This is an optimization exercise on Yosys and OpenROAD, whose aim is small area, a short achievable clock period and few clock cycles per item, not a production implementation.
No run shown here included a check of the RTL's function; only the layout flow was run.
Power is estimated from default activity; no workload was simulated.

==> flow/design.v, too long to show whole: its modules and the start of the top module <==
// module DSP_CONV1D: 407 lines
// module conv_mul_s1: 1431 lines
// module conv_mul_s2: 68 lines
module DSP_CONV1D #(
    parameter AXI_DATA_WIDTH = 32,
    parameter AXI_ADDR_WIDTH = 5,  
    parameter DSP_DATA_WIDTH = 32,
    parameter MAX_CONV_LEN = 256,
    parameter MAX_KERNEL_LEN = 32
)(
    input  s_axi_clk,
    input  s_axi_resetn,  
    input  [AXI_ADDR_WIDTH-1:0] s_axi_awaddr,
    input  s_axi_awvalid,
    output reg s_axi_awready,
    input  [AXI_DATA_WIDTH-1:0] s_axi_wdata,
    input  [AXI_DATA_WIDTH/8-1:0] s_axi_wstrb,
    input  s_axi_wvalid,
    output reg s_axi_wready,
    output reg  s_axi_bvalid,
    input  s_axi_bready,
    output reg [1:0] s_axi_bresp,
    input  [AXI_ADDR_WIDTH-1:0] s_axi_araddr,
    input  s_axi_arvalid,
    output reg s_axi_arready,
    output reg [AXI_DATA_WIDTH-1:0] s_axi_rdata,
    output reg [1:0] s_axi_rresp,
    output reg s_axi_rvalid,
    input  s_axi_rready,
    output interrupt_o,
    output reg [DSP_DATA_WIDTH-1:0] dsp_mem_addr_o,
    input  [DSP_DATA_WIDTH-1:0] dsp_mem_rdata_i,
    output reg dsp_mem_req_o,
    input  dsp_mem_ack_i,
    output reg dsp_mem_we_o,
    output reg [DSP_DATA_WIDTH-1:0] dsp_mem_wdata_o
);
  // ...
==> flow/run.sh <==
#!/bin/bash
# synth_recipe.tcl (not shown) runs the flow's synth.tcl, then flattens the netlist and writes it again
# the make line also repeats each setting of config.mk as NAME=value (left out here)
make -C /OpenROAD-flow-scripts/flow DESIGN_CONFIG=/design/flow/config.mk WORK_HOME=/design/flow/orfs CLKGATE_MAP_FILE= SYNTH_SCRIPT=/design/flow/synth_recipe.tcl finish
==> flow/config.mk <==
export PLATFORM = sky130hd
export DESIGN_NAME = DSP_CONV1D
export DESIGN_NICKNAME = DSP_CONV1D
export VERILOG_FILES = /design/flow/design.v
export SDC_FILE = /design/flow/constraint.sdc
export NUM_CORES = 8
export LEC_CHECK = 0
export ABC_CLOCK_PERIOD_IN_PS = 4000
export CAP_MARGIN = 20
export CORE_MARGIN = 2
export CORE_UTILIZATION = 40
export SETUP_SLACK_MARGIN = 5
export SLEW_MARGIN = 20
==> flow/constraint.sdc <==
create_clock -name core_clock -period 9.0 [get_ports {s_axi_clk}]
set_input_delay 1.8000 -clock core_clock [delete_from_list [all_inputs] [get_ports {s_axi_clk}]]
set_output_delay 1.8000 -clock core_clock [all_outputs]
set_load 0.01 [all_outputs]
==> results.py, run 1 <==
metrics = {
    "run_status": {
        "run_status": "timing/DRC/antenna clean",
    },
    "clocking": {
        "cts-resized-gates": 334,
        "htree_levels": 3,
        "cts_setup_buffers": 186,
        "numCtsBuffers": 104,
    },
    "sta": {
        "final_setup_skew_ns": 0.04675,
        "worst_slew_margin_rel_pct": 28.70,
        "fin_hold_ws_ns": 0.3570,
    },
    "floorplanning": {
        "top_level_ports": 194,
        "core_mm2": 0.1437,
    },
    "placement": {
        "place_ws_ns": 3.480,
        "gp_routability_congestion": 0.9312,
        "dp_hpwl_um": 114600,
    },
    "setup_path": {
        "worst_setup_path_end": "rows_q[63]",
        "critical_path_arrival_ns": 5.79,
        "regToRegStartpoint": "k_q[1]",
        "worst-path-max-fanout": 4,
        "worstSetupStartpoint": "k_q[1]",
    },
    "layout": {
        "finish.instance_area_mm2": 0.07080,
        "syn_to_final_growth_pct": 22.12,
        "buffers_excl_clock": 511,
        "fin_cells": 7609,
        "layout_cell_share_with_drive_strength_beyond_1_pct": 20.90,
    },
    "hold_path": {
        "min-delay-path-class": "reg2reg",
    },
    "route": {
        "num_vias": 41365,
        "routedWlPerCell_um": 22.91,
        "antenna_left": 0,
    },
    "power": {
        "netSwitchingFraction_pct": 30.33,
        "total_power_mw": 12.77,
        "power.net_switching_mw": 3.873,
        "p_leak_nw": 28.80,
    },
    "global_routing": {
        "grt_util_all_layers_pct": 23.27,
        "grt-ovfl-total": 0,
        "groute.layer.met2.usage_pct": 38.47,
        "vias_in_the_first_global_route": 41822,
    },
    "yosys": {
        "yosys_register_bits": 945,
        "number_of_warnings_reported_in_the_yosys_synthesis_log": 3,
        "synth_commonest_cells": "inv_1, edfxtp_1, nand2_1",
        "post_synthesis_cell_type_with_the_largest_combined_area": "edfxtp_1",
    },
    "flow_run": {
        "cap_viol_max_count": 0,
    },
}
==> module conv_mul_s2, before the edit <==
module conv_mul_s2 (input [63:0] rows, input [31:0] acc, output [31:0] sum);
  wire u1 = rows[0] ^ rows[32];
  wire u2 = rows[0] & rows[32];
  wire u3 = rows[1] ^ rows[33] ^ acc[1];
  wire u4 = (rows[1] & rows[33]) | (rows[1] & acc[1]) | (rows[33] & acc[1]);
  wire u5 = rows[2] ^ rows[34] ^ acc[2];
  wire u6 = (rows[2] & rows[34]) | (rows[2] & acc[2]) | (rows[34] & acc[2]);
  wire u7 = rows[3] ^ rows[35] ^ acc[3];
  wire u8 = (rows[3] & rows[35]) | (rows[3] & acc[3]) | (rows[35] & acc[3]);
  wire u9 = rows[4] ^ rows[36] ^ acc[4];
  wire u10 = (rows[4] & rows[36]) | (rows[4] & acc[4]) | (rows[36] & acc[4]);
  wire u11 = rows[5] ^ rows[37] ^ acc[5];
  wire u12 = (rows[5] & rows[37]) | (rows[5] & acc[5]) | (rows[37] & acc[5]);
  wire u13 = rows[6] ^ rows[38] ^ acc[6];
  wire u14 = (rows[6] & rows[38]) | (rows[6] & acc[6]) | (rows[38] & acc[6]);
  wire u15 = rows[7] ^ rows[39] ^ acc[7];
  wire u16 = (rows[7] & rows[39]) | (rows[7] & acc[7]) | (rows[39] & acc[7]);
  wire u17 = rows[8] ^ rows[40] ^ acc[8];
  wire u18 = (rows[8] & rows[40]) | (rows[8] & acc[8]) | (rows[40] & acc[8]);
  wire u19 = rows[9] ^ rows[41] ^ acc[9];
  wire u20 = (rows[9] & rows[41]) | (rows[9] & acc[9]) | (rows[41] & acc[9]);
  wire u21 = rows[10] ^ rows[42] ^ acc[10];
  wire u22 = (rows[10] & rows[42]) | (rows[10] & acc[10]) | (rows[42] & acc[10]);
  wire u23 = rows[11] ^ rows[43] ^ acc[11];
  wire u24 = (rows[11] & rows[43]) | (rows[11] & acc[11]) | (rows[43] & acc[11]);
  wire u25 = rows[12] ^ rows[44] ^ acc[12];
  wire u26 = (rows[12] & rows[44]) | (rows[12] & acc[12]) | (rows[44] & acc[12]);
  wire u27 = rows[13] ^ rows[45] ^ acc[13];
  wire u28 = (rows[13] & rows[45]) | (rows[13] & acc[13]) | (rows[45] & acc[13]);
  wire u29 = rows[14] ^ rows[46] ^ acc[14];
  wire u30 = (rows[14] & rows[46]) | (rows[14] & acc[14]) | (rows[46] & acc[14]);
  wire u31 = rows[15] ^ rows[47] ^ acc[15];
  wire u32 = (rows[15] & rows[47]) | (rows[15] & acc[15]) | (rows[47] & acc[15]);
  wire u33 = rows[16] ^ rows[48] ^ acc[16];
  wire u34 = (rows[16] & rows[48]) | (rows[16] & acc[16]) | (rows[48] & acc[16]);
  wire u35 = rows[17] ^ rows[49] ^ acc[17];
  wire u36 = (rows[17] & rows[49]) | (rows[17] & acc[17]) | (rows[49] & acc[17]);
  wire u37 = rows[18] ^ rows[50] ^ acc[18];
  wire u38 = (rows[18] & rows[50]) | (rows[18] & acc[18]) | (rows[50] & acc[18]);
  wire u39 = rows[19] ^ rows[51] ^ acc[19];
  wire u40 = (rows[19] & rows[51]) | (rows[19] & acc[19]) | (rows[51] & acc[19]);
  wire u41 = rows[20] ^ rows[52] ^ acc[20];
  wire u42 = (rows[20] & rows[52]) | (rows[20] & acc[20]) | (rows[52] & acc[20]);
  wire u43 = rows[21] ^ rows[53] ^ acc[21];
  wire u44 = (rows[21] & rows[53]) | (rows[21] & acc[21]) | (rows[53] & acc[21]);
  wire u45 = rows[22] ^ rows[54] ^ acc[22];
  wire u46 = (rows[22] & rows[54]) | (rows[22] & acc[22]) | (rows[54] & acc[22]);
  wire u47 = rows[23] ^ rows[55] ^ acc[23];
  wire u48 = (rows[23] & rows[55]) | (rows[23] & acc[23]) | (rows[55] & acc[23]);
  wire u49 = rows[24] ^ rows[56] ^ acc[24];
  wire u50 = (rows[24] & rows[56]) | (rows[24] & acc[24]) | (rows[56] & acc[24]);
  wire u51 = rows[25] ^ rows[57] ^ acc[25];
  wire u52 = (rows[25] & rows[57]) | (rows[25] & acc[25]) | (rows[57] & acc[25]);
  wire u53 = rows[26] ^ rows[58] ^ acc[26];
  wire u54 = (rows[26] & rows[58]) | (rows[26] & acc[26]) | (rows[58] & acc[26]);
  wire u55 = rows[27] ^ rows[59] ^ acc[27];
  wire u56 = (rows[27] & rows[59]) | (rows[27] & acc[27]) | (rows[59] & acc[27]);
  wire u57 = rows[28] ^ rows[60] ^ acc[28];
  wire u58 = (rows[28] & rows[60]) | (rows[28] & acc[28]) | (rows[60] & acc[28]);
  wire u59 = rows[29] ^ rows[61] ^ acc[29];
  wire u60 = (rows[29] & rows[61]) | (rows[29] & acc[29]) | (rows[61] & acc[29]);
  wire u61 = rows[30] ^ rows[62] ^ acc[30];
  wire u62 = (rows[30] & rows[62]) | (rows[30] & acc[30]) | (rows[62] & acc[30]);
  wire u63 = rows[31] ^ rows[63] ^ acc[31];
  wire [31:0] q0 = {u62, u60, u58, u56, u54, u52, u50, u48, u46, u44, u42, u40, u38, u36, u34, u32, u30, u28, u26, u24, u22, u20, u18, u16, u14, u12, u10, u8, u6, u4, u2, u1};
  wire [31:0] q1 = {u63, u61, u59, u57, u55, u53, u51, u49, u47, u45, u43, u41, u39, u37, u35, u33, u31, u29, u27, u25, u23, u21, u19, u17, u15, u13, u11, u9, u7, u5, u3, acc[0]};
  assign sum = q0 + q1;
endmodule
==> run 2, diff against run 1 <==
--- a/flow/design.v
+++ b/flow/design.v
@@ -29,19 +29,19 @@
     input  [DSP_DATA_WIDTH-1:0] dsp_mem_rdata_i,
     output reg dsp_mem_req_o,
     input  dsp_mem_ack_i,
     output reg dsp_mem_we_o,
     output reg [DSP_DATA_WIDTH-1:0] dsp_mem_wdata_o
 );
     localparam P   = 4;    
     localparam LP  = 2;    
-    localparam R   = 2;    
-    localparam FD  = 2;    
-    localparam WQD = 3;    
+    localparam R   = 4;    
+    localparam FD  = 3;    
+    localparam WQD = 2;    
     localparam CTRL_REG_ADDR          = 5'h00;
     localparam STATUS_REG_ADDR        = 5'h04;
     localparam DATA_IN_ADDR_REG_ADDR  = 5'h08;
     localparam KERNEL_ADDR_REG_ADDR   = 5'h0C;
     localparam DATA_OUT_ADDR_REG_ADDR = 5'h10;
     localparam DATA_LEN_REG_ADDR      = 5'h14;
     localparam KERNEL_LEN_REG_ADDR    = 5'h18;
     reg interrupt_enable_r;
@@ -138,279 +138,292 @@
     end
     wire [31:0] len_diff_w = data_len_r - kernel_len_r;
     wire params_invalid_w = (kernel_len_r == 0) || (kernel_len_r > MAX_KERNEL_LEN) ||
                             (data_len_r < kernel_len_r) || (len_diff_w >= MAX_CONV_LEN);
     reg        inv_q;        
     reg [7:0]  nm1_q;        
     reg [5:0]  kl_q;         
     reg [8:0]  dlm1_q;       
+    reg [7:0]  lasti_q;      
+    reg [8:0]  nblk_q;       
+    reg        small_q;      
     always @(posedge s_axi_clk) begin
-        inv_q  <= params_invalid_w;
-        nm1_q  <= len_diff_w[7:0];
-        kl_q   <= kernel_len_r[5:0];
-        dlm1_q <= data_len_r[8:0] - 9'd1;
+        inv_q   <= params_invalid_w;
+        nm1_q   <= len_diff_w[7:0];
+        kl_q    <= kernel_len_r[5:0];
+        dlm1_q  <= data_len_r[8:0] - 9'd1;
+        small_q <= (nm1_q < P - 1);
+        lasti_q <= (nm1_q < P - 1) ? 8'd0 : (nm1_q + 8'd1 - P);
+        nblk_q  <= {1'b0, nm1_q >> LP} + 9'd1;
     end
-    wire [8:0] nout_w   = {1'b0, nm1_q} + 9'd1;
-    wire       small_w  = (nm1_q < P - 1);                  
-    wire [7:0] lasti_w  = small_w ? 8'd0 : (nm1_q + 8'd1 - P);    
-    wire [8:0] nblk_w   = {1'b0, nm1_q >> LP} + 9'd1;        
-    reg run_q;       
     reg errp_q;      
+    reg start_q;     
     wire finish_w;
     always @(posedge s_axi_clk or negedge s_axi_resetn) begin
         if (!s_axi_resetn) begin
             busy_r  <= 1'b0;
             done_r  <= 1'b0;
             error_r <= 1'b0;
-            run_q   <= 1'b0;
             errp_q  <= 1'b0;
+            start_q <= 1'b0;
         end else begin
+            start_q <= start_cmd_w && !inv_q;
             if (start_cmd_w) begin
                 busy_r  <= 1'b1;
                 done_r  <= 1'b0;
                 error_r <= 1'b0;
-                run_q   <= !inv_q;
                 errp_q  <= inv_q;
             end else begin
                 if (finish_w || errp_q) begin
                     done_r  <= 1'b1;
                     error_r <= errp_q;
                     busy_r  <= 1'b0;
-                    run_q   <= 1'b0;
                     errp_q  <= 1'b0;
                 end else if (status_read_w) begin
                     done_r  <= 1'b0;
                     error_r <= 1'b0;
                 end
             end
         end
     end
-    reg [31:0] fifo [0:FD-1];
-    reg [1:0]  f_cnt;
-    reg [0:0]  f_rp, f_wp;
+    localparam FPW = (FD > 1) ? $clog2(FD) : 1;
+    reg [31:0]    fifo [0:FD-1];
+    reg [FPW:0]   f_cnt, f_res;
+    reg [FPW-1:0] f_rp, f_wp;
+    reg           f_avail_q, f_roomy_q;
     wire [31:0] f_head = fifo[f_rp];
     wire f_push = dsp_mem_req_o && dsp_mem_ack_i && !dsp_mem_we_o;
     wire f_pop;
+    wire do_r;
+    wire [FPW:0] f_cnt_n = f_cnt + f_push - f_pop;
+    wire [FPW:0] f_res_n = f_res + do_r - f_pop;
     always @(posedge s_axi_clk) begin
         if (f_push) fifo[f_wp] <= dsp_mem_rdata_i;
     end
     always @(posedge s_axi_clk or negedge s_axi_resetn) begin
         if (!s_axi_resetn) begin
-            f_cnt <= 0; f_rp <= 0; f_wp <= 0;
+            f_cnt <= 0; f_res <= 0; f_rp <= 0; f_wp <= 0;
+            f_avail_q <= 1'b0; f_roomy_q <= 1'b1;
         end else begin
-            if (f_push) f_wp <= f_wp + 1'b1;
-            if (f_pop)  f_rp <= f_rp + 1'b1;
-            f_cnt <= f_cnt + f_push - f_pop;
+            if (f_push) f_wp <= (f_wp == FD-1) ? 0 : f_wp + 1'b1;
+            if (f_pop)  f_rp <= (f_rp == FD-1) ? 0 : f_rp + 1'b1;
+            f_cnt <= f_cnt_n;
+            f_res <= f_res_n;
+            f_avail_q <= (f_cnt_n != 0);
+            f_roomy_q <= (f_res_n < FD);
         end
     end
-    reg [31:0] wq   [0:WQD-1];
-    reg        wqrw [0:WQD-1];
-    reg [1:0]  wq_cnt, wq_rp, wq_wp;
-    wire       wq_push;
-    wire [31:0] wq_din;
-    wire       wq_din_rw;
-    wire       wq_pop;
+    localparam WPW = (WQD > 1) ? $clog2(WQD) : 1;
+    reg [31:0]    wq   [0:WQD-1];
+    reg           wqrw [0:WQD-1];
+    reg [WPW:0]   wq_cnt;
+    reg [WPW-1:0] wq_rp, wq_wp;
+    reg           wq_ne_q;       
+    reg           wcredit_q;     
+    wire          wq_push;
+    wire [31:0]   wq_din;
+    wire          wq_din_rw;
+    wire          do_w;
+    wire [WPW:0]  wq_cnt_n = wq_cnt + wq_push - do_w;
+    wire          w0_n;
+    reg           v0, f0, w0, rw0;   
+    reg           v1, f1, w1, rw1;
     always @(posedge s_axi_clk) begin
         if (wq_push) begin
             wq[wq_wp]   <= wq_din;
             wqrw[wq_wp] <= wq_din_rw;
         end
     end
     always @(posedge s_axi_clk or negedge s_axi_resetn) begin
         if (!s_axi_resetn) begin
             wq_cnt <= 0; wq_rp <= 0; wq_wp <= 0;
+            wq_ne_q <= 1'b0; wcredit_q <= 1'b1;
         end else begin
-            if (wq_push) wq_wp <= (wq_wp == WQD-1) ? 2'd0 : wq_wp + 2'd1;
-            if (wq_pop)  wq_rp <= (wq_rp == WQD-1) ? 2'd0 : wq_rp + 2'd1;
-            wq_cnt <= wq_cnt + wq_push - wq_pop;
+            if (wq_push) wq_wp <= (wq_wp == WQD-1) ? 0 : wq_wp + 1'b1;
+            if (do_w)    wq_rp <= (wq_rp == WQD-1) ? 0 : wq_rp + 1'b1;
+            wq_cnt <= wq_cnt_n;
+            wq_ne_q <= (wq_cnt_n != 0);
+            wcredit_q <= (wq_cnt_n + w0 + w0_n < WQD);
         end
     end
     reg        r_act;      
     reg        r_k;        
     reg [LP:0] r_fill;     
     reg [5:0]  r_kidx;     
     reg [8:0]  r_nblk;     
     reg [7:0]  r_i;        
-    reg [31:0] rk_addr, rx_addr;
     reg [8:0]  rx_idx;     
-    wire [7:0] r_inext = ((r_nblk == 9'd2) ? lasti_w : r_i + P);
+    reg [8:0]  w_idx;      
+    wire [7:0] r_inext = (r_nblk == 9'd2) ? lasti_q : r_i + P;
+    wire r_grpend = (r_fill == 1);
+    wire r_blkend = r_grpend && (r_kidx == kl_q);
     wire m_free = !dsp_mem_req_o || dsp_mem_ack_i;
-    wire cur_rd = dsp_mem_req_o && !dsp_mem_we_o;
-    wire want_w = (wq_cnt != 0);
-    wire want_r = r_act && ({1'b0, f_cnt} + cur_rd - f_pop + 1 <= FD);
-    wire do_w = m_free && want_w;
-    wire do_r = m_free && !want_w && want_r;
-    assign wq_pop = do_w;
-    reg [31:0] w_addr;
-    wire [31:0] wlast_addr = data_out_addr_r + lasti_w;
-    wire [31:0] wr_addr = wqrw[wq_rp] ? wlast_addr : w_addr;
+    wire want_r = r_act && (f_roomy_q || f_pop);
+    assign do_w = m_free && wq_ne_q;
+    assign do_r = m_free && !wq_ne_q && want_r;
+    wire        w_rw     = wqrw[wq_rp];
+    wire [8:0]  w_idx_s  = w_rw ? {1'b0, lasti_q} : w_idx;
+    wire [31:0] base_sel = wq_ne_q ? data_out_addr_r : (r_k ? kernel_addr_r : data_in_addr_r);
+    wire [8:0]  idx_sel  = wq_ne_q ? w_idx_s : (r_k ? {3'b0, r_kidx} : rx_idx);
+    wire [31:0] addr_nx  = base_sel + {23'd0, idx_sel};
     always @(posedge s_axi_clk or negedge s_axi_resetn) begin
         if (!s_axi_resetn) begin
             dsp_mem_req_o <= 1'b0;
             dsp_mem_we_o  <= 1'b0;
         end else if (m_free) begin
-            dsp_mem_req_o <= want_w || want_r;
-            dsp_mem_we_o  <= want_w;
+            dsp_mem_req_o <= wq_ne_q || want_r;
+            dsp_mem_we_o  <= wq_ne_q;
         end
     end
     always @(posedge s_axi_clk) begin
         if (m_free) begin
-            dsp_mem_addr_o  <= want_w ? wr_addr : (r_k ? rk_addr : rx_addr);
+            dsp_mem_addr_o  <= addr_nx;
             dsp_mem_wdata_o <= wq[wq_rp];
         end
-        if (start_cmd_w) w_addr <= data_out_addr_r;
-        else if (do_w) w_addr <= wr_addr + 32'd1;
+        if (start_q) w_idx <= 9'd0;
+        else if (do_w) w_idx <= w_idx_s + 9'd1;
     end
     always @(posedge s_axi_clk or negedge s_axi_resetn) begin
         if (!s_axi_resetn) begin
             r_act <= 1'b0;
-        end else if (start_cmd_w) begin
-            r_act <= !inv_q;
-        end else if (do_r && !r_k && r_fill == 1 && r_kidx == kl_q && r_nblk == 9'd1) begin
+        end else if (start_q) begin
+            r_act <= 1'b1;
+        end else if (do_r && !r_k && r_blkend && r_nblk == 9'd1) begin
             r_act <= 1'b0;
         end
     end
     always @(posedge s_axi_clk) begin
-        if (start_cmd_w) begin
+        if (start_q) begin
             r_k     <= 1'b1;
             r_kidx  <= 6'd0;
-            r_nblk  <= nblk_w;
+            r_nblk  <= nblk_q;
             r_i     <= 8'd0;
-            rk_addr <= kernel_addr_r;
-            rx_addr <= data_in_addr_r;
             rx_idx  <= 9'd0;
         end else if (do_r) begin
             if (r_k) begin
-                rk_addr <= rk_addr + 32'd1;
                 r_kidx  <= r_kidx + 6'd1;
                 r_k     <= 1'b0;
                 r_fill  <= (r_kidx == 6'd0) ? P : 1;
             end else begin
-                if (rx_idx != dlm1_q) begin    
-                    rx_addr <= rx_addr + 32'd1;
-                    rx_idx  <= rx_idx + 9'd1;
-                end
+                if (rx_idx != dlm1_q) rx_idx <= rx_idx + 9'd1;    
                 r_fill <= r_fill - 1'b1;
-                if (r_fill == 1) begin
-                    r_k <= 1'b1;
-                    if (r_kidx == kl_q) begin       
-                        r_kidx  <= 6'd0;
-                        r_nblk  <= r_nblk - 9'd1;
-                        r_i     <= r_inext;
-                        rk_addr <= kernel_addr_r;
-                        rx_addr <= data_in_addr_r + r_inext;
-                        rx_idx  <= {1'b0, r_inext};
-                    end
+                if (r_grpend) r_k <= 1'b1;
+                if (r_blkend) begin                  
+                    r_kidx  <= 6'd0;
+                    r_nblk  <= r_nblk - 9'd1;
+                    r_i     <= r_inext;
+                    rx_idx  <= {1'b0, r_inext};
                 end
             end
         end
     end
-    localparam C_IDLE = 3'd0, C_KLOAD = 3'd1, C_RUN = 3'd2, C_FLUSH = 3'd3, C_DRAIN = 3'd4;
-    reg [2:0]    c_st;
+    reg st_kload, st_run, st_flush, st_drain;
     reg [5:0]    c_tap;
     reg [LP-1:0] c_slot;
     reg [8:0]    c_nblk;
     reg          c_first;    
+    reg          t0, tl, s0, sl;    
     reg [31:0] a_q;          
     reg [31:0] k_q;          
     reg [31:0] dl [0:P-2];   
-    reg        v0, f0, w0;   
-    reg        v1, f1, w1;
-    reg        rw0, rw1;
-    wire run_new_x = (c_tap == 6'd0) || (c_slot == P-1);
-    wire run_need_k = (c_tap != 6'd0) && (c_slot == 0);
-    wire run_wr = (c_tap == 6'd0) && !c_first;
-    wire [2:0] wq_pend = {1'b0, wq_cnt} + w0 + w1;
-    wire wcredit = (wq_pend < WQD);
-    wire f_avail = (f_cnt != 0);
-    wire iss_run = (c_st == C_RUN) && ((run_new_x || run_need_k) ? f_avail : 1'b1) &&
-                   (!run_wr || wcredit);
-    wire flush_wr = ({1'b0, c_slot} <= nm1_q);
-    wire iss_flush = (c_st == C_FLUSH) && (!flush_wr || wcredit);
-    wire iss_kload = (c_st == C_KLOAD) && f_avail;
-    assign f_pop = iss_kload || (iss_run && (run_new_x || run_need_k));
-    wire [31:0] x_in = run_new_x ? f_head : dl[0];
+    wire need_f = t0 || s0 || sl;
+    wire wr_op  = t0 && !c_first;
+    wire iss_run = st_run && (!need_f || f_avail_q) && (!wr_op || wcredit_q);
+    wire flush_wr = !small_q || ({1'b0, c_slot} <= nm1_q[LP:0]);
+    wire iss_flush = st_flush && (!flush_wr || wcredit_q);
+    wire iss_kload = st_kload && f_avail_q;
+    assign f_pop = iss_kload || (iss_run && need_f);
+    assign w0_n = (iss_run && wr_op) || (iss_flush && flush_wr);
+    wire [31:0] x_in = (t0 || sl) ? f_head : dl[0];
     wire drained = !v0 && !v1 && (wq_cnt == 0) && !dsp_mem_req_o;
-    assign finish_w = (c_st == C_DRAIN) && drained;
+    assign finish_w = st_drain && drained;
     integer di;
     always @(posedge s_axi_clk) begin
-        if (iss_kload || (iss_run && run_need_k)) k_q <= f_head;
+        if (iss_kload || (iss_run && s0 && !t0)) k_q <= f_head;
         if (iss_run) begin
             a_q <= x_in;
             for (di = 0; di < P-2; di = di + 1) dl[di] <= dl[di+1];
             dl[P-2] <= x_in;
         end
     end
     always @(posedge s_axi_clk or negedge s_axi_resetn) begin
         if (!s_axi_resetn) begin
-            c_st <= C_IDLE;
-            c_tap <= 6'd0;
-            c_slot <= 0;
-            c_nblk <= 9'd0;
-            c_first <= 1'b0;
+            st_kload <= 1'b0; st_run <= 1'b0; st_flush <= 1'b0; st_drain <= 1'b0;
+            c_tap <= 6'd0; c_slot <= 0; c_nblk <= 9'd0; c_first <= 1'b0;
+            t0 <= 1'b0; tl <= 1'b0; s0 <= 1'b0; sl <= 1'b0;
             v0 <= 1'b0; f0 <= 1'b0; w0 <= 1'b0; rw0 <= 1'b0;
             v1 <= 1'b0; f1 <= 1'b0; w1 <= 1'b0; rw1 <= 1'b0;
         end else begin
             v1 <= v0; f1 <= f0; w1 <= w0; rw1 <= rw0;
             v0 <= iss_run || iss_flush;
-            f0 <= iss_run && (c_tap == 6'd0);
-            w0 <= (iss_run && run_wr) || (iss_flush && flush_wr);
-            rw0 <= iss_flush && (c_slot == 0);
-            if (start_cmd_w) begin
-                c_st <= inv_q ? C_IDLE : C_KLOAD;
-                c_nblk <= nblk_w;
+            f0 <= iss_run && t0;
+            w0 <= w0_n;
+            rw0 <= iss_flush && s0;
+            if (start_q) begin
+                st_kload <= 1'b1;
+                c_nblk <= nblk_q;
                 c_first <= 1'b1;
+                c_tap <= 6'd0; c_slot <= 0;
+                t0 <= 1'b1; tl <= (kl_q == 6'd1); s0 <= 1'b1; sl <= 1'b0;
+            end
+            if (iss_kload) begin
+                st_kload <= 1'b0;
+                st_run <= 1'b1;
+            end
+            if (iss_run || iss_flush) begin
+                c_slot <= c_slot + 1'b1;
+                s0 <= sl;
+                sl <= (c_slot == P-2);
             end
-            case (c_st)
-                C_KLOAD: if (iss_kload) begin
-                    c_st <= C_RUN;
+            if (iss_run && sl) begin
+                c_tap <= c_tap + 6'd1;
+                t0 <= 1'b0;
+                tl <= (c_tap + 6'd2 == kl_q);
+                if (tl) begin                        
                     c_tap <= 6'd0;
-                    c_slot <= 0;
+                    t0 <= 1'b1;
+                    tl <= (kl_q == 6'd1);
+                    c_first <= 1'b0;
+                    c_nblk <= c_nblk - 9'd1;
+                    st_run <= 1'b0;
+                    if (c_nblk == 9'd1) st_flush <= 1'b1;
+                    else st_kload <= 1'b1;
                 end
-                C_RUN: if (iss_run) begin
-                    c_slot <= c_slot + 1'b1;
-                    if (c_slot == P-1) begin
-                        c_tap <= c_tap + 6'd1;
-                        if (c_tap == kl_q - 6'd1) begin
-                            c_first <= 1'b0;
-                            c_nblk <= c_nblk - 9'd1;
-                            c_st <= (c_nblk == 9'd1) ? C_FLUSH : C_KLOAD;
-                        end
-                    end
-                end
-                C_FLUSH: if (iss_flush) begin
-                    c_slot <= c_slot + 1'b1;
-                    if (c_slot == P-1) c_st <= C_DRAIN;
-                end
-                C_DRAIN: if (drained) c_st <= C_IDLE;
-                default: ;
-            endcase
+            end
+            if (iss_flush && sl) begin
+                st_flush <= 1'b0;
+                st_drain <= 1'b1;
+            end
+            if (finish_w) st_drain <= 1'b0;
         end
     end
     wire [R*32-1:0] rows_w;
     reg  [R*32-1:0] rows_q;
     conv_mul_s1 u_s1 (.a(a_q), .b(k_q), .rows(rows_w));
     always @(posedge s_axi_clk) rows_q <= rows_w;
-    reg [31:0] ring [0:P-1];
+    reg  [31:0] ring [0:P-2];
+    reg  [31:0] rcs0, rcs1;
     wire [31:0] acc_in = f1 ? 32'd0 : ring[0];
-    wire [31:0] sum_w;
-    conv_mul_s2 u_s2 (.rows(rows_q), .acc(acc_in), .sum(sum_w));
+    wire [31:0] q0_w, q1_w;
+    conv_mul_s2 u_s2 (.rows(rows_q), .acc(acc_in), .q0(q0_w), .q1(q1_w));
     integer ri;
     always @(posedge s_axi_clk) begin
         if (v1) begin
-            for (ri = 0; ri < P-1; ri = ri + 1) ring[ri] <= ring[ri+1];
-            ring[P-1] <= sum_w;
+            for (ri = 0; ri < P-2; ri = ri + 1) ring[ri] <= ring[ri+1];
+            ring[P-2] <= rcs0 + rcs1;
+            rcs0 <= q0_w;
+            rcs1 <= q1_w;
         end
     end
     assign wq_push   = v1 && w1;
     assign wq_din    = ring[0];
     assign wq_din_rw = rw1;
 endmodule
-module conv_mul_s1 (input [31:0] a, input [31:0] b, output [63:0] rows);
+module conv_mul_s1 (input [31:0] a, input [31:0] b, output [127:0] rows);
   wire p0_0 = a[0] & b[0];
   wire p0_1 = a[1] & b[0];
   wire p0_2 = a[2] & b[0];
   wire p0_3 = a[3] & b[0];
   wire p0_4 = a[4] & b[0];
   wire p0_5 = a[5] & b[0];
   wire p0_6 = a[6] & b[0];
   wire p0_7 = a[7] & b[0];
@@ -1713,194 +1726,203 @@
   wire s777 = s662 ^ s664 ^ s666;
   wire s778 = (s662 & s664) | (s662 & s666) | (s664 & s666);
   wire s779 = s663 ^ s665 ^ s667;
   wire s780 = (s663 & s665) | (s663 & s667) | (s665 & s667);
   wire s781 = s668 ^ s670 ^ s672;
   wire s782 = (s668 & s670) | (s668 & s672) | (s670 & s672);
   wire s783 = s669 ^ s671 ^ s673;
   wire s784 = s674 ^ s675 ^ s676;
-  wire s785 = p0_3 ^ p1_2;
-  wire s786 = p0_3 & p1_2;
-  wire s787 = s677 ^ p2_2 ^ p3_1;
-  wire s788 = (s677 & p2_2) | (s677 & p3_1) | (p2_2 & p3_1);
-  wire s789 = s678 ^ s679 ^ s681;
-  wire s790 = (s678 & s679) | (s678 & s681) | (s679 & s681);
-  wire s791 = s680 ^ s682 ^ s683;
-  wire s792 = (s680 & s682) | (s680 & s683) | (s682 & s683);
-  wire s793 = s684 ^ s686 ^ s687;
-  wire s794 = (s684 & s686) | (s684 & s687) | (s686 & s687);
-  wire s795 = s688 ^ s690 ^ s691;
-  wire s796 = (s688 & s690) | (s688 & s691) | (s690 & s691);
-  wire s797 = s692 ^ s694 ^ s695;
-  wire s798 = (s692 & s694) | (s692 & s695) | (s694 & s695);
-  wire s799 = s696 ^ s698 ^ s699;
-  wire s800 = (s696 & s698) | (s696 & s699) | (s698 & s699);
-  wire s801 = s700 ^ s702 ^ s703;
-  wire s802 = (s700 & s702) | (s700 & s703) | (s702 & s703);
-  wire s803 = s704 ^ s706 ^ s707;
-  wire s804 = (s704 & s706) | (s704 & s707) | (s706 & s707);
-  wire s805 = s708 ^ s710 ^ s711;
-  wire s806 = (s708 & s710) | (s708 & s711) | (s710 & s711);
-  wire s807 = s712 ^ s714 ^ s715;
-  wire s808 = (s712 & s714) | (s712 & s715) | (s714 & s715);
-  wire s809 = s716 ^ s718 ^ s719;
-  wire s810 = (s716 & s718) | (s716 & s719) | (s718 & s719);
-  wire s811 = s720 ^ s722 ^ s723;
-  wire s812 = (s720 & s722) | (s720 & s723) | (s722 & s723);
-  wire s813 = s724 ^ s726 ^ s727;
-  wire s814 = (s724 & s726) | (s724 & s727) | (s726 & s727);
-  wire s815 = s728 ^ s730 ^ s731;
-  wire s816 = (s728 & s730) | (s728 & s731) | (s730 & s731);
-  wire s817 = s732 ^ s734 ^ s735;
-  wire s818 = (s732 & s734) | (s732 & s735) | (s734 & s735);
-  wire s819 = s736 ^ s738 ^ s739;
-  wire s820 = (s736 & s738) | (s736 & s739) | (s738 & s739);
-  wire s821 = s740 ^ s742 ^ s743;
-  wire s822 = (s740 & s742) | (s740 & s743) | (s742 & s743);
-  wire s823 = s744 ^ s746 ^ s747;
-  wire s824 = (s744 & s746) | (s744 & s747) | (s746 & s747);
-  wire s825 = s748 ^ s750 ^ s751;
-  wire s826 = (s748 & s750) | (s748 & s751) | (s750 & s751);
-  wire s827 = s752 ^ s754 ^ s755;
-  wire s828 = (s752 & s754) | (s752 & s755) | (s754 & s755);
-  wire s829 = s756 ^ s758 ^ s759;
-  wire s830 = (s756 & s758) | (s756 & s759) | (s758 & s759);
-  wire s831 = s760 ^ s762 ^ s763;
-  wire s832 = (s760 & s762) | (s760 & s763) | (s762 & s763);
-  wire s833 = s764 ^ s766 ^ s767;
-  wire s834 = (s764 & s766) | (s764 & s767) | (s766 & s767);
-  wire s835 = s768 ^ s770 ^ s771;
-  wire s836 = (s768 & s770) | (s768 & s771) | (s770 & s771);
-  wire s837 = s772 ^ s774 ^ s775;
-  wire s838 = (s772 & s774) | (s772 & s775) | (s774 & s775);
-  wire s839 = s776 ^ s778 ^ s779;
-  wire s840 = (s776 & s778) | (s776 & s779) | (s778 & s779);
-  wire s841 = s780 ^ s782 ^ s783;
-  wire s842 = p0_2 ^ p1_1;
-  wire s843 = p0_2 & p1_1;
-  wire s844 = s785 ^ p2_1 ^ p3_0;
-  wire s845 = (s785 & p2_1) | (s785 & p3_0) | (p2_1 & p3_0);
-  wire s846 = s786 ^ s787 ^ p4_0;
-  wire s847 = (s786 & s787) | (s786 & p4_0) | (s787 & p4_0);
-  wire s848 = s788 ^ s789 ^ p5_0;
-  wire s849 = (s788 & s789) | (s788 & p5_0) | (s789 & p5_0);
-  wire s850 = s790 ^ s791 ^ s685;
-  wire s851 = (s790 & s791) | (s790 & s685) | (s791 & s685);
-  wire s852 = s792 ^ s793 ^ s689;
-  wire s853 = (s792 & s793) | (s792 & s689) | (s793 & s689);
-  wire s854 = s794 ^ s795 ^ s693;
-  wire s855 = (s794 & s795) | (s794 & s693) | (s795 & s693);
-  wire s856 = s796 ^ s797 ^ s697;
-  wire s857 = (s796 & s797) | (s796 & s697) | (s797 & s697);
-  wire s858 = s798 ^ s799 ^ s701;
-  wire s859 = (s798 & s799) | (s798 & s701) | (s799 & s701);
-  wire s860 = s800 ^ s801 ^ s705;
-  wire s861 = (s800 & s801) | (s800 & s705) | (s801 & s705);
-  wire s862 = s802 ^ s803 ^ s709;
-  wire s863 = (s802 & s803) | (s802 & s709) | (s803 & s709);
-  wire s864 = s804 ^ s805 ^ s713;
-  wire s865 = (s804 & s805) | (s804 & s713) | (s805 & s713);
-  wire s866 = s806 ^ s807 ^ s717;
-  wire s867 = (s806 & s807) | (s806 & s717) | (s807 & s717);
-  wire s868 = s808 ^ s809 ^ s721;
-  wire s869 = (s808 & s809) | (s808 & s721) | (s809 & s721);
-  wire s870 = s810 ^ s811 ^ s725;
-  wire s871 = (s810 & s811) | (s810 & s725) | (s811 & s725);
-  wire s872 = s812 ^ s813 ^ s729;
-  wire s873 = (s812 & s813) | (s812 & s729) | (s813 & s729);
-  wire s874 = s814 ^ s815 ^ s733;
-  wire s875 = (s814 & s815) | (s814 & s733) | (s815 & s733);
-  wire s876 = s816 ^ s817 ^ s737;
-  wire s877 = (s816 & s817) | (s816 & s737) | (s817 & s737);
-  wire s878 = s818 ^ s819 ^ s741;
-  wire s879 = (s818 & s819) | (s818 & s741) | (s819 & s741);
-  wire s880 = s820 ^ s821 ^ s745;
-  wire s881 = (s820 & s821) | (s820 & s745) | (s821 & s745);
-  wire s882 = s822 ^ s823 ^ s749;
-  wire s883 = (s822 & s823) | (s822 & s749) | (s823 & s749);
-  wire s884 = s824 ^ s825 ^ s753;
-  wire s885 = (s824 & s825) | (s824 & s753) | (s825 & s753);
-  wire s886 = s826 ^ s827 ^ s757;
-  wire s887 = (s826 & s827) | (s826 & s757) | (s827 & s757);
-  wire s888 = s828 ^ s829 ^ s761;
-  wire s889 = (s828 & s829) | (s828 & s761) | (s829 & s761);
-  wire s890 = s830 ^ s831 ^ s765;
-  wire s891 = (s830 & s831) | (s830 & s765) | (s831 & s765);
-  wire s892 = s832 ^ s833 ^ s769;
-  wire s893 = (s832 & s833) | (s832 & s769) | (s833 & s769);
-  wire s894 = s834 ^ s835 ^ s773;
-  wire s895 = (s834 & s835) | (s834 & s773) | (s835 & s773);
-  wire s896 = s836 ^ s837 ^ s777;
-  wire s897 = (s836 & s837) | (s836 & s777) | (s837 & s777);
-  wire s898 = s838 ^ s839 ^ s781;
-  wire s899 = (s838 & s839) | (s838 & s781) | (s839 & s781);
-  wire s900 = s840 ^ s841 ^ s784;
-  assign rows = {s900, s898, s896, s894, s892, s890, s888, s886, s884, s882, s880, s878, s876, s874, s872, s870, s868, s866, s864, s862, s860, s858, s856, s854, s852, s850, s848, s846, s844, p2_0, p1_0, 1'b0, s899, s897, s895, s893, s891, s889, s887, s885, s883, s881, s879, s877, s875, s873, s871, s869, s867, s865, s863, s861, s859, s857, s855, s853, s851, s849, s847, s845, s843, s842, p0_1, p0_0};
+  assign rows = {s784, s781, s777, s773, s769, s765, s761, s757, s753, s749, s745, s741, s737, s733, s729, s725, s721, s717, s713, s709, s705, s701, s697, s693, s689, s685, p5_0, p4_0, p3_0, 1'b0, 1'b0, 1'b0, s783, s779, s775, s771, s767, s763, s759, s755, s751, s747, s743, s739, s735, s731, s727, s723, s719, s715, s711, s707, s703, s699, s695, s691, s687, s683, s681, p3_1, p2_1, p2_0, 1'b0, 1'b0, s782, s778, s774, s770, s766, s762, s758, s754, s750, s746, s742, s738, s734, s730, s726, s722, s718, s714, s710, s706, s702, s698, s694, s690, s686, s682, s679, p2_2, p1_2, p1_1, p1_0, 1'b0, s780, s776, s772, s768, s764, s760, s756, s752, s748, s744, s740, s736, s732, s728, s724, s720, s716, s712, s708, s704, s700, s696, s692, s688, s684, s680, s678, s677, p0_3, p0_2, p0_1, p0_0};
 endmodule
-module conv_mul_s2 (input [63:0] rows, input [31:0] acc, output [31:0] sum);
+module conv_mul_s2 (input [127:0] rows, input [31:0] acc, output [31:0] q0, output [31:0] q1);
   wire u1 = rows[0] ^ rows[32];
   wire u2 = rows[0] & rows[32];
-  wire u3 = rows[1] ^ rows[33] ^ acc[1];
-  wire u4 = (rows[1] & rows[33]) | (rows[1] & acc[1]) | (rows[33] & acc[1]);
-  wire u5 = rows[2] ^ rows[34] ^ acc[2];
-  wire u6 = (rows[2] & rows[34]) | (rows[2] & acc[2]) | (rows[34] & acc[2]);
-  wire u7 = rows[3] ^ rows[35] ^ acc[3];
-  wire u8 = (rows[3] & rows[35]) | (rows[3] & acc[3]) | (rows[35] & acc[3]);
-  wire u9 = rows[4] ^ rows[36] ^ acc[4];
-  wire u10 = (rows[4] & rows[36]) | (rows[4] & acc[4]) | (rows[36] & acc[4]);
-  wire u11 = rows[5] ^ rows[37] ^ acc[5];
-  wire u12 = (rows[5] & rows[37]) | (rows[5] & acc[5]) | (rows[37] & acc[5]);
-  wire u13 = rows[6] ^ rows[38] ^ acc[6];
-  wire u14 = (rows[6] & rows[38]) | (rows[6] & acc[6]) | (rows[38] & acc[6]);
-  wire u15 = rows[7] ^ rows[39] ^ acc[7];
-  wire u16 = (rows[7] & rows[39]) | (rows[7] & acc[7]) | (rows[39] & acc[7]);
-  wire u17 = rows[8] ^ rows[40] ^ acc[8];
-  wire u18 = (rows[8] & rows[40]) | (rows[8] & acc[8]) | (rows[40] & acc[8]);
-  wire u19 = rows[9] ^ rows[41] ^ acc[9];
-  wire u20 = (rows[9] & rows[41]) | (rows[9] & acc[9]) | (rows[41] & acc[9]);
-  wire u21 = rows[10] ^ rows[42] ^ acc[10];
-  wire u22 = (rows[10] & rows[42]) | (rows[10] & acc[10]) | (rows[42] & acc[10]);
-  wire u23 = rows[11] ^ rows[43] ^ acc[11];
-  wire u24 = (rows[11] & rows[43]) | (rows[11] & acc[11]) | (rows[43] & acc[11]);
-  wire u25 = rows[12] ^ rows[44] ^ acc[12];
-  wire u26 = (rows[12] & rows[44]) | (rows[12] & acc[12]) | (rows[44] & acc[12]);
-  wire u27 = rows[13] ^ rows[45] ^ acc[13];
-  wire u28 = (rows[13] & rows[45]) | (rows[13] & acc[13]) | (rows[45] & acc[13]);
-  wire u29 = rows[14] ^ rows[46] ^ acc[14];
-  wire u30 = (rows[14] & rows[46]) | (rows[14] & acc[14]) | (rows[46] & acc[14]);
-  wire u31 = rows[15] ^ rows[47] ^ acc[15];
-  wire u32 = (rows[15] & rows[47]) | (rows[15] & acc[15]) | (rows[47] & acc[15]);
-  wire u33 = rows[16] ^ rows[48] ^ acc[16];
-  wire u34 = (rows[16] & rows[48]) | (rows[16] & acc[16]) | (rows[48] & acc[16]);
-  wire u35 = rows[17] ^ rows[49] ^ acc[17];
-  wire u36 = (rows[17] & rows[49]) | (rows[17] & acc[17]) | (rows[49] & acc[17]);
-  wire u37 = rows[18] ^ rows[50] ^ acc[18];
-  wire u38 = (rows[18] & rows[50]) | (rows[18] & acc[18]) | (rows[50] & acc[18]);
-  wire u39 = rows[19] ^ rows[51] ^ acc[19];
-  wire u40 = (rows[19] & rows[51]) | (rows[19] & acc[19]) | (rows[51] & acc[19]);
-  wire u41 = rows[20] ^ rows[52] ^ acc[20];
-  wire u42 = (rows[20] & rows[52]) | (rows[20] & acc[20]) | (rows[52] & acc[20]);
-  wire u43 = rows[21] ^ rows[53] ^ acc[21];
-  wire u44 = (rows[21] & rows[53]) | (rows[21] & acc[21]) | (rows[53] & acc[21]);
-  wire u45 = rows[22] ^ rows[54] ^ acc[22];
-  wire u46 = (rows[22] & rows[54]) | (rows[22] & acc[22]) | (rows[54] & acc[22]);
-  wire u47 = rows[23] ^ rows[55] ^ acc[23];
-  wire u48 = (rows[23] & rows[55]) | (rows[23] & acc[23]) | (rows[55] & acc[23]);
-  wire u49 = rows[24] ^ rows[56] ^ acc[24];
-  wire u50 = (rows[24] & rows[56]) | (rows[24] & acc[24]) | (rows[56] & acc[24]);
-  wire u51 = rows[25] ^ rows[57] ^ acc[25];
-  wire u52 = (rows[25] & rows[57]) | (rows[25] & acc[25]) | (rows[57] & acc[25]);
-  wire u53 = rows[26] ^ rows[58] ^ acc[26];
-  wire u54 = (rows[26] & rows[58]) | (rows[26] & acc[26]) | (rows[58] & acc[26]);
-  wire u55 = rows[27] ^ rows[59] ^ acc[27];
-  wire u56 = (rows[27] & rows[59]) | (rows[27] & acc[27]) | (rows[59] & acc[27]);
-  wire u57 = rows[28] ^ rows[60] ^ acc[28];
-  wire u58 = (rows[28] & rows[60]) | (rows[28] & acc[28]) | (rows[60] & acc[28]);
-  wire u59 = rows[29] ^ rows[61] ^ acc[29];
-  wire u60 = (rows[29] & rows[61]) | (rows[29] & acc[29]) | (rows[61] & acc[29]);
-  wire u61 = rows[30] ^ rows[62] ^ acc[30];
-  wire u62 = (rows[30] & rows[62]) | (rows[30] & acc[30]) | (rows[62] & acc[30]);
-  wire u63 = rows[31] ^ rows[63] ^ acc[31];
-  wire [31:0] q0 = {u62, u60, u58, u56, u54, u52, u50, u48, u46, u44, u42, u40, u38, u36, u34, u32, u30, u28, u26, u24, u22, u20, u18, u16, u14, u12, u10, u8, u6, u4, u2, u1};
-  wire [31:0] q1 = {u63, u61, u59, u57, u55, u53, u51, u49, u47, u45, u43, u41, u39, u37, u35, u33, u31, u29, u27, u25, u23, u21, u19, u17, u15, u13, u11, u9, u7, u5, u3, acc[0]};
-  assign sum = q0 + q1;
+  wire u3 = rows[1] ^ rows[33] ^ rows[65];
+  wire u4 = (rows[1] & rows[33]) | (rows[1] & rows[65]) | (rows[33] & rows[65]);
+  wire u5 = rows[2] ^ rows[34] ^ rows[66];
+  wire u6 = (rows[2] & rows[34]) | (rows[2] & rows[66]) | (rows[34] & rows[66]);
+  wire u7 = rows[3] ^ rows[35] ^ rows[67];
+  wire u8 = (rows[3] & rows[35]) | (rows[3] & rows[67]) | (rows[35] & rows[67]);
+  wire u9 = rows[4] ^ rows[36] ^ rows[68];
+  wire u10 = (rows[4] & rows[36]) | (rows[4] & rows[68]) | (rows[36] & rows[68]);
+  wire u11 = rows[5] ^ rows[37] ^ rows[69];
+  wire u12 = (rows[5] & rows[37]) | (rows[5] & rows[69]) | (rows[37] & rows[69]);
+  wire u13 = rows[6] ^ rows[38] ^ rows[70];
+  wire u14 = (rows[6] & rows[38]) | (rows[6] & rows[70]) | (rows[38] & rows[70]);
+  wire u15 = rows[7] ^ rows[39] ^ rows[71];
+  wire u16 = (rows[7] & rows[39]) | (rows[7] & rows[71]) | (rows[39] & rows[71]);
+  wire u17 = rows[8] ^ rows[40] ^ rows[72];
+  wire u18 = (rows[8] & rows[40]) | (rows[8] & rows[72]) | (rows[40] & rows[72]);
+  wire u19 = rows[9] ^ rows[41] ^ rows[73];
+  wire u20 = (rows[9] & rows[41]) | (rows[9] & rows[73]) | (rows[41] & rows[73]);
+  wire u21 = rows[10] ^ rows[42] ^ rows[74];
+  wire u22 = (rows[10] & rows[42]) | (rows[10] & rows[74]) | (rows[42] & rows[74]);
+  wire u23 = rows[11] ^ rows[43] ^ rows[75];
+  wire u24 = (rows[11] & rows[43]) | (rows[11] & rows[75]) | (rows[43] & rows[75]);
+  wire u25 = rows[12] ^ rows[44] ^ rows[76];
+  wire u26 = (rows[12] & rows[44]) | (rows[12] & rows[76]) | (rows[44] & rows[76]);
+  wire u27 = rows[13] ^ rows[45] ^ rows[77];
+  wire u28 = (rows[13] & rows[45]) | (rows[13] & rows[77]) | (rows[45] & rows[77]);
+  wire u29 = rows[14] ^ rows[46] ^ rows[78];
+  wire u30 = (rows[14] & rows[46]) | (rows[14] & rows[78]) | (rows[46] & rows[78]);
+  wire u31 = rows[15] ^ rows[47] ^ rows[79];
+  wire u32 = (rows[15] & rows[47]) | (rows[15] & rows[79]) | (rows[47] & rows[79]);
+  wire u33 = rows[16] ^ rows[48] ^ rows[80];
+  wire u34 = (rows[16] & rows[48]) | (rows[16] & rows[80]) | (rows[48] & rows[80]);
+  wire u35 = rows[17] ^ rows[49] ^ rows[81];
+  wire u36 = (rows[17] & rows[49]) | (rows[17] & rows[81]) | (rows[49] & rows[81]);
+  wire u37 = rows[18] ^ rows[50] ^ rows[82];
+  wire u38 = (rows[18] & rows[50]) | (rows[18] & rows[82]) | (rows[50] & rows[82]);
+  wire u39 = rows[19] ^ rows[51] ^ rows[83];
+  wire u40 = (rows[19] & rows[51]) | (rows[19] & rows[83]) | (rows[51] & rows[83]);
+  wire u41 = rows[20] ^ rows[52] ^ rows[84];
+  wire u42 = (rows[20] & rows[52]) | (rows[20] & rows[84]) | (rows[52] & rows[84]);
+  wire u43 = rows[21] ^ rows[53] ^ rows[85];
+  wire u44 = (rows[21] & rows[53]) | (rows[21] & rows[85]) | (rows[53] & rows[85]);
+  wire u45 = rows[22] ^ rows[54] ^ rows[86];
+  wire u46 = (rows[22] & rows[54]) | (rows[22] & rows[86]) | (rows[54] & rows[86]);
+  wire u47 = rows[23] ^ rows[55] ^ rows[87];
+  wire u48 = (rows[23] & rows[55]) | (rows[23] & rows[87]) | (rows[55] & rows[87]);
+  wire u49 = rows[24] ^ rows[56] ^ rows[88];
+  wire u50 = (rows[24] & rows[56]) | (rows[24] & rows[88]) | (rows[56] & rows[88]);
+  wire u51 = rows[25] ^ rows[57] ^ rows[89];
+  wire u52 = (rows[25] & rows[57]) | (rows[25] & rows[89]) | (rows[57] & rows[89]);
+  wire u53 = rows[26] ^ rows[58] ^ rows[90];
+  wire u54 = (rows[26] & rows[58]) | (rows[26] & rows[90]) | (rows[58] & rows[90]);
+  wire u55 = rows[27] ^ rows[59] ^ rows[91];
+  wire u56 = (rows[27] & rows[59]) | (rows[27] & rows[91]) | (rows[59] & rows[91]);
+  wire u57 = rows[28] ^ rows[60] ^ rows[92];
+  wire u58 = (rows[28] & rows[60]) | (rows[28] & rows[92]) | (rows[60] & rows[92]);
+  wire u59 = rows[29] ^ rows[61] ^ rows[93];
+  wire u60 = (rows[29] & rows[61]) | (rows[29] & rows[93]) | (rows[61] & rows[93]);
+  wire u61 = rows[30] ^ rows[62] ^ rows[94];
+  wire u62 = (rows[30] & rows[62]) | (rows[30] & rows[94]) | (rows[62] & rows[94]);
+  wire u63 = rows[31] ^ rows[63] ^ rows[95];
+  wire u64 = u1 ^ rows[64];
+  wire u65 = u1 & rows[64];
+  wire u66 = u2 ^ u3 ^ rows[97];
+  wire u67 = (u2 & u3) | (u2 & rows[97]) | (u3 & rows[97]);
+  wire u68 = u4 ^ u5 ^ rows[98];
+  wire u69 = (u4 & u5) | (u4 & rows[98]) | (u5 & rows[98]);
+  wire u70 = u6 ^ u7 ^ rows[99];
+  wire u71 = (u6 & u7) | (u6 & rows[99]) | (u7 & rows[99]);
+  wire u72 = u8 ^ u9 ^ rows[100];
+  wire u73 = (u8 & u9) | (u8 & rows[100]) | (u9 & rows[100]);
+  wire u74 = u10 ^ u11 ^ rows[101];
+  wire u75 = (u10 & u11) | (u10 & rows[101]) | (u11 & rows[101]);
+  wire u76 = u12 ^ u13 ^ rows[102];
+  wire u77 = (u12 & u13) | (u12 & rows[102]) | (u13 & rows[102]);
+  wire u78 = u14 ^ u15 ^ rows[103];
+  wire u79 = (u14 & u15) | (u14 & rows[103]) | (u15 & rows[103]);
+  wire u80 = u16 ^ u17 ^ rows[104];
+  wire u81 = (u16 & u17) | (u16 & rows[104]) | (u17 & rows[104]);
+  wire u82 = u18 ^ u19 ^ rows[105];
+  wire u83 = (u18 & u19) | (u18 & rows[105]) | (u19 & rows[105]);
+  wire u84 = u20 ^ u21 ^ rows[106];
+  wire u85 = (u20 & u21) | (u20 & rows[106]) | (u21 & rows[106]);
+  wire u86 = u22 ^ u23 ^ rows[107];
+  wire u87 = (u22 & u23) | (u22 & rows[107]) | (u23 & rows[107]);
+  wire u88 = u24 ^ u25 ^ rows[108];
+  wire u89 = (u24 & u25) | (u24 & rows[108]) | (u25 & rows[108]);
+  wire u90 = u26 ^ u27 ^ rows[109];
+  wire u91 = (u26 & u27) | (u26 & rows[109]) | (u27 & rows[109]);
+  wire u92 = u28 ^ u29 ^ rows[110];
+  wire u93 = (u28 & u29) | (u28 & rows[110]) | (u29 & rows[110]);
+  wire u94 = u30 ^ u31 ^ rows[111];
+  wire u95 = (u30 & u31) | (u30 & rows[111]) | (u31 & rows[111]);
+  wire u96 = u32 ^ u33 ^ rows[112];
+  wire u97 = (u32 & u33) | (u32 & rows[112]) | (u33 & rows[112]);
+  wire u98 = u34 ^ u35 ^ rows[113];
+  wire u99 = (u34 & u35) | (u34 & rows[113]) | (u35 & rows[113]);
+  wire u100 = u36 ^ u37 ^ rows[114];
+  wire u101 = (u36 & u37) | (u36 & rows[114]) | (u37 & rows[114]);
+  wire u102 = u38 ^ u39 ^ rows[115];
+  wire u103 = (u38 & u39) | (u38 & rows[115]) | (u39 & rows[115]);
+  wire u104 = u40 ^ u41 ^ rows[116];
+  wire u105 = (u40 & u41) | (u40 & rows[116]) | (u41 & rows[116]);
+  wire u106 = u42 ^ u43 ^ rows[117];
+  wire u107 = (u42 & u43) | (u42 & rows[117]) | (u43 & rows[117]);
+  wire u108 = u44 ^ u45 ^ rows[118];
+  wire u109 = (u44 & u45) | (u44 & rows[118]) | (u45 & rows[118]);
+  wire u110 = u46 ^ u47 ^ rows[119];
+  wire u111 = (u46 & u47) | (u46 & rows[119]) | (u47 & rows[119]);
+  wire u112 = u48 ^ u49 ^ rows[120];
+  wire u113 = (u48 & u49) | (u48 & rows[120]) | (u49 & rows[120]);
+  wire u114 = u50 ^ u51 ^ rows[121];
+  wire u115 = (u50 & u51) | (u50 & rows[121]) | (u51 & rows[121]);
+  wire u116 = u52 ^ u53 ^ rows[122];
+  wire u117 = (u52 & u53) | (u52 & rows[122]) | (u53 & rows[122]);
+  wire u118 = u54 ^ u55 ^ rows[123];
+  wire u119 = (u54 & u55) | (u54 & rows[123]) | (u55 & rows[123]);
+  wire u120 = u56 ^ u57 ^ rows[124];
+  wire u121 = (u56 & u57) | (u56 & rows[124]) | (u57 & rows[124]);
+  wire u122 = u58 ^ u59 ^ rows[125];
+  wire u123 = (u58 & u59) | (u58 & rows[125]) | (u59 & rows[125]);
+  wire u124 = u60 ^ u61 ^ rows[126];
+  wire u125 = (u60 & u61) | (u60 & rows[126]) | (u61 & rows[126]);
+  wire u126 = u62 ^ u63 ^ rows[127];
+  wire u127 = u64 ^ rows[96];
+  wire u128 = u64 & rows[96];
+  wire u129 = u65 ^ u66 ^ acc[1];
+  wire u130 = (u65 & u66) | (u65 & acc[1]) | (u66 & acc[1]);
+  wire u131 = u67 ^ u68 ^ acc[2];
+  wire u132 = (u67 & u68) | (u67 & acc[2]) | (u68 & acc[2]);
+  wire u133 = u69 ^ u70 ^ acc[3];
+  wire u134 = (u69 & u70) | (u69 & acc[3]) | (u70 & acc[3]);
+  wire u135 = u71 ^ u72 ^ acc[4];
+  wire u136 = (u71 & u72) | (u71 & acc[4]) | (u72 & acc[4]);
+  wire u137 = u73 ^ u74 ^ acc[5];
+  wire u138 = (u73 & u74) | (u73 & acc[5]) | (u74 & acc[5]);
+  wire u139 = u75 ^ u76 ^ acc[6];
+  wire u140 = (u75 & u76) | (u75 & acc[6]) | (u76 & acc[6]);
+  wire u141 = u77 ^ u78 ^ acc[7];
+  wire u142 = (u77 & u78) | (u77 & acc[7]) | (u78 & acc[7]);
+  wire u143 = u79 ^ u80 ^ acc[8];
+  wire u144 = (u79 & u80) | (u79 & acc[8]) | (u80 & acc[8]);
+  wire u145 = u81 ^ u82 ^ acc[9];
+  wire u146 = (u81 & u82) | (u81 & acc[9]) | (u82 & acc[9]);
+  wire u147 = u83 ^ u84 ^ acc[10];
+  wire u148 = (u83 & u84) | (u83 & acc[10]) | (u84 & acc[10]);
+  wire u149 = u85 ^ u86 ^ acc[11];
+  wire u150 = (u85 & u86) | (u85 & acc[11]) | (u86 & acc[11]);
+  wire u151 = u87 ^ u88 ^ acc[12];
+  wire u152 = (u87 & u88) | (u87 & acc[12]) | (u88 & acc[12]);
+  wire u153 = u89 ^ u90 ^ acc[13];
+  wire u154 = (u89 & u90) | (u89 & acc[13]) | (u90 & acc[13]);
+  wire u155 = u91 ^ u92 ^ acc[14];
+  wire u156 = (u91 & u92) | (u91 & acc[14]) | (u92 & acc[14]);
+  wire u157 = u93 ^ u94 ^ acc[15];
+  wire u158 = (u93 & u94) | (u93 & acc[15]) | (u94 & acc[15]);
+  wire u159 = u95 ^ u96 ^ acc[16];
+  wire u160 = (u95 & u96) | (u95 & acc[16]) | (u96 & acc[16]);
+  wire u161 = u97 ^ u98 ^ acc[17];
+  wire u162 = (u97 & u98) | (u97 & acc[17]) | (u98 & acc[17]);
+  wire u163 = u99 ^ u100 ^ acc[18];
+  wire u164 = (u99 & u100) | (u99 & acc[18]) | (u100 & acc[18]);
+  wire u165 = u101 ^ u102 ^ acc[19];
+  wire u166 = (u101 & u102) | (u101 & acc[19]) | (u102 & acc[19]);
+  wire u167 = u103 ^ u104 ^ acc[20];
+  wire u168 = (u103 & u104) | (u103 & acc[20]) | (u104 & acc[20]);
+  wire u169 = u105 ^ u106 ^ acc[21];
+  wire u170 = (u105 & u106) | (u105 & acc[21]) | (u106 & acc[21]);
+  wire u171 = u107 ^ u108 ^ acc[22];
+  wire u172 = (u107 & u108) | (u107 & acc[22]) | (u108 & acc[22]);
+  wire u173 = u109 ^ u110 ^ acc[23];
+  wire u174 = (u109 & u110) | (u109 & acc[23]) | (u110 & acc[23]);
+  wire u175 = u111 ^ u112 ^ acc[24];
+  wire u176 = (u111 & u112) | (u111 & acc[24]) | (u112 & acc[24]);
+  wire u177 = u113 ^ u114 ^ acc[25];
+  wire u178 = (u113 & u114) | (u113 & acc[25]) | (u114 & acc[25]);
+  wire u179 = u115 ^ u116 ^ acc[26];
+  wire u180 = (u115 & u116) | (u115 & acc[26]) | (u116 & acc[26]);
+  wire u181 = u117 ^ u118 ^ acc[27];
+  wire u182 = (u117 & u118) | (u117 & acc[27]) | (u118 & acc[27]);
+  wire u183 = u119 ^ u120 ^ acc[28];
+  wire u184 = (u119 & u120) | (u119 & acc[28]) | (u120 & acc[28]);
+  wire u185 = u121 ^ u122 ^ acc[29];
+  wire u186 = (u121 & u122) | (u121 & acc[29]) | (u122 & acc[29]);
+  wire u187 = u123 ^ u124 ^ acc[30];
+  wire u188 = (u123 & u124) | (u123 & acc[30]) | (u124 & acc[30]);
+  wire u189 = u125 ^ u126 ^ acc[31];
+  assign q0 = {u188, u186, u184, u182, u180, u178, u176, u174, u172, u170, u168, u166, u164, u162, u160, u158, u156, u154, u152, u150, u148, u146, u144, u142, u140, u138, u136, u134, u132, u130, u128, u127};
+  assign q1 = {u189, u187, u185, u183, u181, u179, u177, u175, u173, u171, u169, u167, u165, u163, u161, u159, u157, u155, u153, u151, u149, u147, u145, u143, u141, u139, u137, u135, u133, u131, u129, acc[0]};
 endmodule
==> flow/config.mk (replaced) <==
export PLATFORM = sky130hd
export DESIGN_NAME = DSP_CONV1D
export DESIGN_NICKNAME = DSP_CONV1D
export VERILOG_FILES = /design/flow/design.v
export SDC_FILE = /design/flow/constraint.sdc
export NUM_CORES = 8
export LEC_CHECK = 0
export ABC_CLOCK_PERIOD_IN_PS = 3000
export CAP_MARGIN = 20
export CORE_MARGIN = 2
export CORE_UTILIZATION = 40
export SETUP_SLACK_MARGIN = 5
export SLEW_MARGIN = 20
==> run 2 against run 1 <==
  * Wire length shrank 20%
  * Non-clock buffer count decreased by 219
  * Clock skew is 0.024 ns higher
  * Critical path depth is 13 lower
  * Sequential cell count is 32 higher
  * Register-to-register slack improved by 1.2 ns
  * Fmax increased by 30%
  * Power rose by 48%
  * Die area fell by 6.8%
  * Worst setup slack improved by 1.2 ns
  * Synthesized area decreased by 6.8%
  * First-iteration DRC count fell by 37%
  * Largest power group is now combinational logic
==> results.py, run 2 <==
metrics = {
    "run_status": {
        "run_status": "timing/DRC/antenna clean",
    },
    "yosys": {
        "postSynthCellCount": 4518,
        "synth-simple-area-share_pct": 11.02,
        "post_synth_xor_area_fraction_pct": 3.211,
        "synth_top_family_by_area": "adder cells",
        "synthDominantCellAreaShare_pct": 29.19,
        "synth_flop_cell": "edfxtp_1",
        "area_fraction_in_compound_gates_after_synthesis_pct": 6.767,
        "yosys_register_bits": 977,
        "synth_area_mm2": 0.05401,
        "number_of_warnings_reported_in_the_yosys_synthesis_log": 3,
        "yosysSeqAreaShare_pct": 48.33,
        "post_synthesis_cell_type_with_the_largest_combined_area": "edfxtp_1",
        "synthAdderAreaFrac_pct": 19.34,
        "ys_top_cells_by_area": "edfxtp_1, fa_1, dfrtp_1, dfxtp_1, and2_1",
        "synth.most_common_cell": "inv_1",
        "mean_instance_size_in_the_synthesized_netlist_um2": 11.95,
        "synth_commonest_cells": "inv_1, edfxtp_1, fa_1",
        "netlist_cell_types": 79,
        "postSynth.asyncResetShare_pct": 26.31,
        "synth_enable_flop_cells": 525,
        "yosys-mux-area-fraction_pct": 6.255,
    },
    "placement": {
        "gp_routability_congestion": 0.8860,
        "place_ws_ns": 4.016,
        "dp_cells": 6339,
        "dp_hpwl_um": 92620,
        "io_buffers": 185,
    },
    "route": {
        "post-route-drc-count": 0,
        "wl_um": 138900,
        "antenna_left": 0,
        "num_vias": 33946,
        "route.detailed.vias_per_inst": 5.148,
        "drt-pass1-iter-count": 8,
        "drt-initial-drc-count": 2535,
        "routedWlPerCell_um": 21.07,
    },
    "layout": {
        "final_common_cell": "edfxtp_1",
        "layout_cell_share_with_drive_strength_beyond_1_pct": 12.74,
        "largest_register_ffs": 122,
        "fin_nets": 5383,
        "registers.top_by_ff_count": "rows_q",
        "fin_cells": 6594,
        "most-common-layout-cells": "edfxtp_1, inv_1, fa_1",
        "syn_to_final_growth_pct": 16.01,
        "num-fill-cells": 12001,
    },
    "sta": {
        "worst_slew_margin_rel_pct": 12.77,
        "final-max-slew-violation-count": 0,
        "report.final.setup_viol": 0,
        "final.period_utilization_pct": 44.28,
        "final_hold_viol_count": 0,
        "rsz0062_at_grt": "true",
        "worst_max_slew_pin_slew_ns": 1.295,
        "postLayoutSetupSlackWorst_ns": 5.015,
        "fin_hold_ws_ns": 0.3519,
        "final_setup_skew_ns": 0.07040,
        "tns_ns": 0,
        "fmax_mhz": 250.9,
        "layout_min_cycle_time_ns": 3.985,
    },
    "clocking": {
        "cts_sinks": 977,
        "clk_root_buffer_cell": "clkbuf_16",
        "clock_tree.buffer_depth": 3,
        "tritoncts_clock_tree": "done",
        "numCtsBuffers": 106,
        "clkSlewWorstSetupHoldPaths_ns": 0.06,
        "clock_insertion_delay_worst_skew_ns": 0.73,
        "cts_hold_buf": 0,
        "htree_levels": 3,
    },
    "setup_path": {
        "cp_data_required_time_ns": 9.66,
        "end_kind": "flop",
        "critical_path_arrival_ns": 4.65,
        "timing.setup.critical_path_class": "in2reg",
        "worst-path-max-fanout": 17,
        "start_kind": "input port",
    },
    "power": {
        "worst_ir_drop_vdd_mv": 0.2070,
        "power-per-cell-area_mw_per_mm2": 301.7,
        "p_leak_nw": 25.74,
    },
    "global_routing": {
        "grt-ovfl-total": 0,
        "grt_util_all_layers_pct": 20.23,
        "largest_net_degree_at_the_start_of_global_routing": 158,
        "antenna_found_initial": 9,
        "grt_first_pass_wirelength_um": 210800,
        "vias_in_the_first_global_route": 34687,
    },
    "hold_path": {
        "min-delay-path-class": "reg2reg",
    },
    "floorplanning": {
        "die_h_um": 371.5,
        "fp.dieArea_mm2": 0.1380,
        "core_mm2": 0.1338,
        "top_level_ports": 194,
        "fp-row-count": 134,
        "die_x_um": 371.5,
        "initial_core_util_pct": 40.37,
    },
    "flow_run": {
        "cap_viol_max_count": 0,
    },
}
run 2: cell types whose count changed after synthesis, moves of 41 or more:
cell,change
nand2_1,-144
o21ai_0,-47
xor2_1,-41
a21oi_1,-44
dfxtp_1,+84
nor2_1,-75
inv_1,-71
nand3_1,-48
edfxtp_1,-66
run 2: worst paths after layout:
path,from,to,slack (ns),depth (start not counted)
max in group asynchronous,s_axi_resetn,wq_ne_q,6.41,2
min in group asynchronous,s_axi_resetn,s_axi_arready,1.08,1
worst max register to register,k_q[2],rows_q[125],5.02,12
worst min-delay path,v0,v1,0.35,0
worst max-delay path,s_axi_araddr[4],s_axi_rdata[28],5.01,7
worst min register to register,v0,v1,0.35,0
run 2: critical path, cell delays in order:
cell	delay (ns)
dlygate4sd2_1	0.87
buf_4	0.42
nand2b_1	0.33
nor2_4	0.63
a221oi_1	0.20
o21ai_0	0.20
o21a_1	0.18
run 2: timing repair:
item                                    in CTS  in global routing
pin swaps                                    9                 24
cloned                                       8                  0
setup buffers                               27                 11
endpoints found under the setup margin      72                 32
gates resized for setup                     46                 53
run 2: power breakdown:
part           leakage (nW)  total (mW)  switching, mW  internal (mW)
Sequential             9.69        6.71          0.588           6.12
Clock                  1.77        4.48           1.84           2.65
Combinational          14.3        7.71           4.33           3.38
run 2: routing by layer:
| layer | global-route usage [%] | routed length (µm) | vias up |
|---|---|---|---|
| li1 | - | - | 15500 |
| met1 | 26.87 | 60360 | 17271 |
| met2 | 33.18 | 65950 | 892 |
| met3 | 3.629 | 7678 | 279 |
| met4 | 7.444 | 4922 | 4 |
| met5 | 0 | 21 | - |
run 2: through the flow:
stage | area [µm²] | utilization [%] | total power, mW
5_1_grt | 62660 | 46.83 | 20.34
4_1_cts | 62320 | 46.58 | 19.03
6_report | 62660 | 46.83 | 18.90
2_1_floorplan | 54270 | - | 11.91
3_3_place_gp | 58060 | 43.40 | 14.18
3_5_place_dp | 58060 | 43.40 | 14.42
run 2: kinds of logic (layout without fill, tap and decap cells):
kind of cell,after synthesis,count (layout)
and+or+nand+nor,1158,1159
adders and majority gates,571,571
AOI/OAI and AO/OA,581,581
muxes,310,310
xor gates and xnor gates,198,198
DFF,977,977
other,1,10
buffers and inverters,722,1020
run 2: layout make-up:
cell class / count / area [µm²] / share of cell area (%)
tap: 1768 / 2212 / 3.530
multi-input combinational: 2823 / 25710 / 41.03
inverter: 526 / 1981 / 3.161
sequential: 977 / 26120 / 41.68
clock buffer: 143 / 2935 / 4.685
clock inverter: 59 / 686.9 / 1.096
timing repair buffer: 292 / 3003 / 4.792
antenna: 6 / 15.01 / 0.02396

Re-timed with assumed drivers on the ports (clkbuf_16 on the clock, buf_2 on other inputs), run 2 has 5.019 ns of setup slack against 5.015 ns with ideal ports, and 4.302 ns once port delays also move by the mid clock arrival of 0.764 ns.
